Context: an optimization exercise on an open-source flow, tuned for small area. The choices shown serve that exercise and are no tape-out recipe.
Function was checked by simulation only, so behaviour that the tests miss may differ from the original.
The flow treats the clock pin as an ideal source, which a real chip does not have.
Power is estimated from default activity; no workload was simulated.

## vga_demo
module vga_demo(ClkPort, vga_h_sync, vga_v_sync, vga_r, vga_g, vga_b, Sw0, Sw1, btnU, btnR, btnL,
	St_ce_bar, St_rp_bar, Mt_ce_bar, Mt_St_oe_bar, Mt_St_we_bar,
	An0, An1, An2, An3, Ca, Cb, Cc, Cd, Ce, Cf, Cg, Dp,
	LD0, LD1, LD2, LD3, LD4, LD5, LD6, LD7);
For scale: ~1500 cells after synthesis, about 36 I/O pins.
==> flow/config.mk <==
export PLATFORM = sky130hd
export DESIGN_NAME = vga_demo
export DESIGN_NICKNAME = vga_demo
export VERILOG_FILES = /design/flow/design.v
export SDC_FILE = /design/flow/constraint.sdc
export NUM_CORES = 4
export LEC_CHECK = 0
export CAP_MARGIN = 20
export CORE_MARGIN = 2
export CORE_UTILIZATION = 60
export CTS_BUF_LIST = sky130_fd_sc_hd__clkbuf_8
export CTS_CLUSTER_DIAMETER = 50
export CTS_CLUSTER_SIZE = 15
export PLACE_DENSITY = 0.75
export SLEW_MARGIN = 20
==> flow/constraint.sdc <==
create_clock -name core_clock -period 10.0 [get_ports {ClkPort}]
set_input_delay 2.0000 -clock core_clock [delete_from_list [all_inputs] [get_ports {ClkPort}]]
set_output_delay 2.0000 -clock core_clock [all_outputs]
set_load 0.01 [all_outputs]
standard.sh (not shown) runs the stock make flow with config.mk's settings and CLKGATE_MAP_FILE= SYNTH_SCRIPT=/design/flow/synth_recipe.tcl, a recipe that flattens the netlist after the stock synthesis.
==> flow/flow/run.sh <==
#!/bin/bash
# Layout flow: the standard flow, with one extra step after synthesis that
# re-maps the combinational logic of the standard synthesis netlist for area
# (ABC: deepsyn, choices, area mapping).  Flip-flops are left untouched.
# After global placement the port buffers are made the smallest buffer, and after
# clock tree synthesis its dummy loads are removed.
# Each tool writes its full output to a log file of its own in this folder.
set -uo pipefail
W=$PWD
F=$W/flow
R=$W/orfs/results/${FLOW_PLATFORM}/vga_demo/base
LIB=$FLOW_HOME/platforms/${FLOW_PLATFORM}/lib/sky130_fd_sc_hd__tt_025C_1v80.lib
YOSYS=$FLOW_HOME/../tools/install/yosys/bin/yosys
[ -x "$YOSYS" ] || YOSYS=$(command -v yosys)

bash standard.sh synth > $W/std_synth.log 2>&1 || exit 1

cp $R/1_2_yosys.v $W/std_1_2_yosys.v
KEEP=$(grep -oE 'sky130_fd_sc_hd__(df|edf|sdf|dl|conb)[a-z0-9_]*' $W/std_1_2_yosys.v | sort -u | tr '\n' ' ')
sed -e "s#{LIB}#$LIB#g" -e "s#{IN}#$W/std_1_2_yosys.v#" -e "s#{OUT}#$W/resyn.v#g" \
    -e "s#{ABC}#$F/resyn.abc#" -e "s#{KEEP}#$KEEP#" -e "s#{DONTUSE}#$(cat $F/dont_use.txt)#" \
    $F/resyn.ys > $W/resyn.ys
timeout 1200 $YOSYS -s $W/resyn.ys > $W/resyn.log 2>&1
ok=$?
# use the re-mapped netlist only if it holds the same flip-flops and only library cells
if [ $ok -eq 0 ] && [ -s $W/resyn.v ]; then
  ff() { grep -oE '^\s*sky130_fd_sc_hd__(df|edf|sdf|dl)[a-z0-9_]* \S+' $1 | sed 's/^\s*//' | sort; }
  if [ "$(ff $W/std_1_2_yosys.v)" == "$(ff $W/resyn.v)" ] && ! grep -qE '^\s*\\?\$' $W/resyn.v; then
    cp $W/resyn.v $R/1_2_yosys.v
    rm -f $R/1_synth.odb $R/1_synth.sdc
    echo "re-mapped netlist in use" >> $W/resyn.log
  else
    echo "re-mapped netlist refused; standard netlist kept" >> $W/resyn.log
  fi
fi

OPENROAD=$(command -v openroad || echo $FLOW_HOME/../tools/install/OpenROAD/bin/openroad)
bash standard.sh $R/3_3_place_gp.odb > $W/std_place_gp.log 2>&1 || exit 1
EDIT_DB=$R/3_3_place_gp.odb $OPENROAD -no_init -exit $F/edit_ports.tcl > $W/edit_ports.log 2>&1
bash standard.sh $R/4_1_cts.odb > $W/std_cts.log 2>&1 || exit 1
EDIT_DB=$R/4_1_cts.odb $OPENROAD -no_init -exit $F/edit_cts.tcl > $W/edit_cts.log 2>&1
bash standard.sh > $W/std_finish.log 2>&1
==> flow/flow/edit_ports.tcl <==
# Port buffers: the smallest buffer of the library (every port keeps its buffer).
read_db $::env(EDIT_DB)
set block [ord::get_db_block]
set master [[ord::get_db] findMaster sky130_fd_sc_hd__buf_1]
set n 0
foreach inst [$block getInsts] {
  if {[regexp {^(input|output)[0-9]+$} [$inst getName]] &&
      [[$inst getMaster] getName] eq "sky130_fd_sc_hd__clkdlybuf4s50_1"} {
    $inst swapMaster $master
    incr n
  }
}
puts "port buffers resized: $n"
write_db $::env(EDIT_DB)
==> flow/flow/resyn.abc <==
strash
&get -n
&deepsyn -T 60
&put
dch -f
amap -F 40 -A 40
topo
Other scripts of this flow, unchanged in this note and not shown: flow/flow/dont_use.txt, flow/flow/edit_cts.tcl, flow/flow/resyn.ys
The starting point ran to the end with no violations.
Change:
--- a/flow/flow/run.sh
+++ b/flow/flow/run.sh
@@ -20,15 +20,26 @@
-sed -e "s#{LIB}#$LIB#g" -e "s#{IN}#$W/std_1_2_yosys.v#" -e "s#{OUT}#$W/resyn.v#g" \
-    -e "s#{ABC}#$F/resyn.abc#" -e "s#{KEEP}#$KEEP#" -e "s#{DONTUSE}#$(cat $F/dont_use.txt)#" \
-    $F/resyn.ys > $W/resyn.ys
-timeout 1200 $YOSYS -s $W/resyn.ys > $W/resyn.log 2>&1
-ok=$?
-# use the re-mapped netlist only if it holds the same flip-flops and only library cells
-if [ $ok -eq 0 ] && [ -s $W/resyn.v ]; then
-  ff() { grep -oE '^\s*sky130_fd_sc_hd__(df|edf|sdf|dl)[a-z0-9_]* \S+' $1 | sed 's/^\s*//' | sort; }
-  if [ "$(ff $W/std_1_2_yosys.v)" == "$(ff $W/resyn.v)" ] && ! grep -qE '^\s*\\?\$' $W/resyn.v; then
-    cp $W/resyn.v $R/1_2_yosys.v
-    rm -f $R/1_synth.odb $R/1_synth.sdc
-    echo "re-mapped netlist in use" >> $W/resyn.log
-  else
-    echo "re-mapped netlist refused; standard netlist kept" >> $W/resyn.log
-  fi
+ff() { grep -oE '^\s*sky130_fd_sc_hd__(df|edf|sdf|dl)[a-z0-9_]* \S+' $1 | sed 's/^\s*//' | sort; }
+# three ABC runs with different seeds, in parallel; the smallest valid netlist is used
+for S in 1 2 3; do
+  sed -e "s/{SEED}/$S/" $F/resyn.abc > $W/resyn_$S.abc
+  sed -e "s#{LIB}#$LIB#g" -e "s#{IN}#$W/std_1_2_yosys.v#" -e "s#{OUT}#$W/resyn_$S.v#g" \
+      -e "s#{ABC}#$W/resyn_$S.abc#" -e "s#{KEEP}#$KEEP#" -e "s#{DONTUSE}#$(cat $F/dont_use.txt)#" \
+      $F/resyn.ys > $W/resyn_$S.ys
+  timeout 1200 $YOSYS -s $W/resyn_$S.ys > $W/resyn_$S.log 2>&1 &
+done
+wait
+best=""; bestarea=""
+for S in 1 2 3; do
+  v=$W/resyn_$S.v
+  [ -s $v ] && [ -s $v.stat ] || continue
+  [ "$(ff $W/std_1_2_yosys.v)" == "$(ff $v)" ] || continue
+  grep -qE '^\s*\\?\$' $v && continue
+  a=$(grep "Chip area" $v.stat | awk '{print $NF}')
+  echo "seed $S: area $a" >> $W/resyn.log
+  if [ -z "$best" ] || awk "BEGIN{exit !($a < $bestarea)}"; then best=$v; bestarea=$a; fi
+done
+if [ -n "$best" ]; then
+  cp $best $R/1_2_yosys.v
+  rm -f $R/1_synth.odb $R/1_synth.sdc
+  echo "re-mapped netlist in use: $best" >> $W/resyn.log
+else
+  echo "no re-mapped netlist passed the checks; standard netlist kept" >> $W/resyn.log
==> flow/flow/resyn.abc (replaced) <==
strash
&get -n
&deepsyn -T 60 -S {SEED}
&put
dch -f
amap -F 40 -A 40
topo
--- a/flow/config.mk
+++ b/flow/config.mk
@@ -12,2 +12,2 @@
-export CTS_CLUSTER_DIAMETER = 50
-export CTS_CLUSTER_SIZE = 15
+export CTS_CLUSTER_DIAMETER = 80
+export CTS_CLUSTER_SIZE = 16
After rerunning: Register-to-register slack is worse by 0.05 ns. Wire length grows by about 2%. First-iteration DRC count increases by 18%. Global-route usage rises by 0.36 points. Sequential share of layout area climbs by 0.42 points.
Change:
--- a/flow/flow/run.sh
+++ b/flow/flow/run.sh
@@ -21,2 +21,2 @@
-# three ABC runs with different seeds, in parallel; the smallest valid netlist is used
-for S in 1 2 3; do
+# four ABC runs with different seeds, in parallel; the smallest valid netlist is used
+for S in 0 1 2 3; do
@@ -31 +31 @@
-for S in 1 2 3; do
+for S in 0 1 2 3; do
--- a/flow/flow/edit_ports.tcl
+++ b/flow/flow/edit_ports.tcl
@@ -1,0 +2,2 @@
+# Buffers that timing-driven global placement added inside the design are taken
+# out again; the repair step that follows re-buffers any net that needs it.
@@ -13,0 +16,18 @@
+set n 0
+foreach inst [$block getInsts] {
+  if {![regexp {^place[0-9]+$} [$inst getName]]} continue
+  if {![string match sky130_fd_sc_hd__buf_* [[$inst getMaster] getName]]} continue
+  set a [[$inst findITerm A] getNet]
+  set x [[$inst findITerm X] getNet]
+  if {$a eq "NULL" || $x eq "NULL" || [llength [$x getBTerms]] > 0} continue
+  foreach it [$x getITerms] {
+    if {[[$it getInst] getName] ne [$inst getName]} {
+      $it disconnect
+      $it connect $a
+    }
+  }
+  odb::dbInst_destroy $inst
+  odb::dbNet_destroy $x
+  incr n
+}
+puts "placement buffers removed: $n"
Outcome: The changed run completed with no timing, DRC or antenna violations; routed wire length came out lower by about 3%; final area hardly moves; sequential power is about the same; critical path depth drops by 1; synthesized cell count shrinks by about 0.47%; combinational power came out higher by 4.5%; clock power rises by about 3%.
Change:
--- a/flow/flow/run.sh
+++ b/flow/flow/run.sh
@@ -21,2 +21,2 @@
-# four ABC runs with different seeds, in parallel; the smallest valid netlist is used
-for S in 0 1 2 3; do
+# three ABC runs with different seeds, in parallel; the smallest valid netlist is used
+for S in 1 2 3; do
@@ -31 +31 @@
-for S in 0 1 2 3; do
+for S in 1 2 3; do
==> flow/flow/edit_ports.tcl (replaced) <==
# Port buffers: the smallest buffer of the library (every port keeps its buffer).
read_db $::env(EDIT_DB)
set block [ord::get_db_block]
set master [[ord::get_db] findMaster sky130_fd_sc_hd__buf_1]
set n 0
foreach inst [$block getInsts] {
  if {[regexp {^(input|output)[0-9]+$} [$inst getName]] &&
      [[$inst getMaster] getName] eq "sky130_fd_sc_hd__clkdlybuf4s50_1"} {
    $inst swapMaster $master
    incr n
  }
}
puts "port buffers resized: $n"
write_db $::env(EDIT_DB)
--- a/flow/config.mk
+++ b/flow/config.mk
@@ -10 +10 @@
-export CORE_UTILIZATION = 60
+export CORE_UTILIZATION = 70
@@ -14 +14 @@
-export PLACE_DENSITY = 0.75
+export PLACE_DENSITY = 0.85
Result: The changed run went through all stages and came out clean. Die area falls by about 14%. Wire length went up by 8.6%. Hold slack is about the same. Fmax is about the same.
Change:
--- a/flow/flow/run.sh
+++ b/flow/flow/run.sh
@@ -21,2 +21,2 @@
-# three ABC runs with different seeds, in parallel; the smallest valid netlist is used
-for S in 1 2 3; do
+# four ABC runs with different seeds, in parallel; the smallest valid netlist is used
+for S in 0 1 2 3; do
@@ -31 +31 @@
-for S in 1 2 3; do
+for S in 0 1 2 3; do
--- a/flow/config.mk
+++ b/flow/config.mk
@@ -10 +10 @@
-export CORE_UTILIZATION = 70
+export CORE_UTILIZATION = 60
@@ -14 +14 @@
-export PLACE_DENSITY = 0.85
+export PLACE_DENSITY = 0.75
Result: Worst hold slack got worse by 0.019 ns. Global-route usage fell by 7.2 points. Critical path depth rose by 5. Cell count rose by 2.4%.

## static timing again, ports no longer ideal
In the flow no input, the clock included, has a driving cell. The finished layouts below were timed again as built, in two steps. Step 1, drivers: a clkbuf_16 drives ClkPort and a buf_2 each remaining input, both assumed. Step 2 adds t to the input delays and takes it off the output delays; t is the mean of the earliest and latest rising clock arrival at the registers after step 1. Input paths then give back, and output paths get back, about the clock's delay inside the block. Three values: ideal ports, drivers, drivers and shift; two values: the first two.
| run | shift t [ns] | setup slack, ns | latest minus earliest clock arrival (ns) | slew at the worst register clock pin (ns) |
|---|---|---|---|---|
| the first run | 0.589 | 1.122 / 1.122 / 1.122 | 0.067 / 0.068 | 0.09 / 0.09 |
| the second run | 0.546 | 1.074 / 1.074 / 0.885 | 0.022 / 0.021 | 0.11 / 0.11 |
| the third run | 0.557 | 1.054 / 1.054 / 0.907 | 0.035 / 0.035 | 0.11 / 0.11 |
| the fourth run | 0.556 | 1.051 / 1.067 / 0.511 | 0.046 / 0.046 | 0.12 / 0.12 |
| the fifth run | 0.557 | 1.201 / 1.201 / 1.045 | 0.095 / 0.095 | 0.11 / 0.11 |
After both steps setup and hold are still met in every run listed. For the fourth run, which loses most, drivers alone change the setup slack by +0.016 ns; drivers and shift together by -0.540 ns.
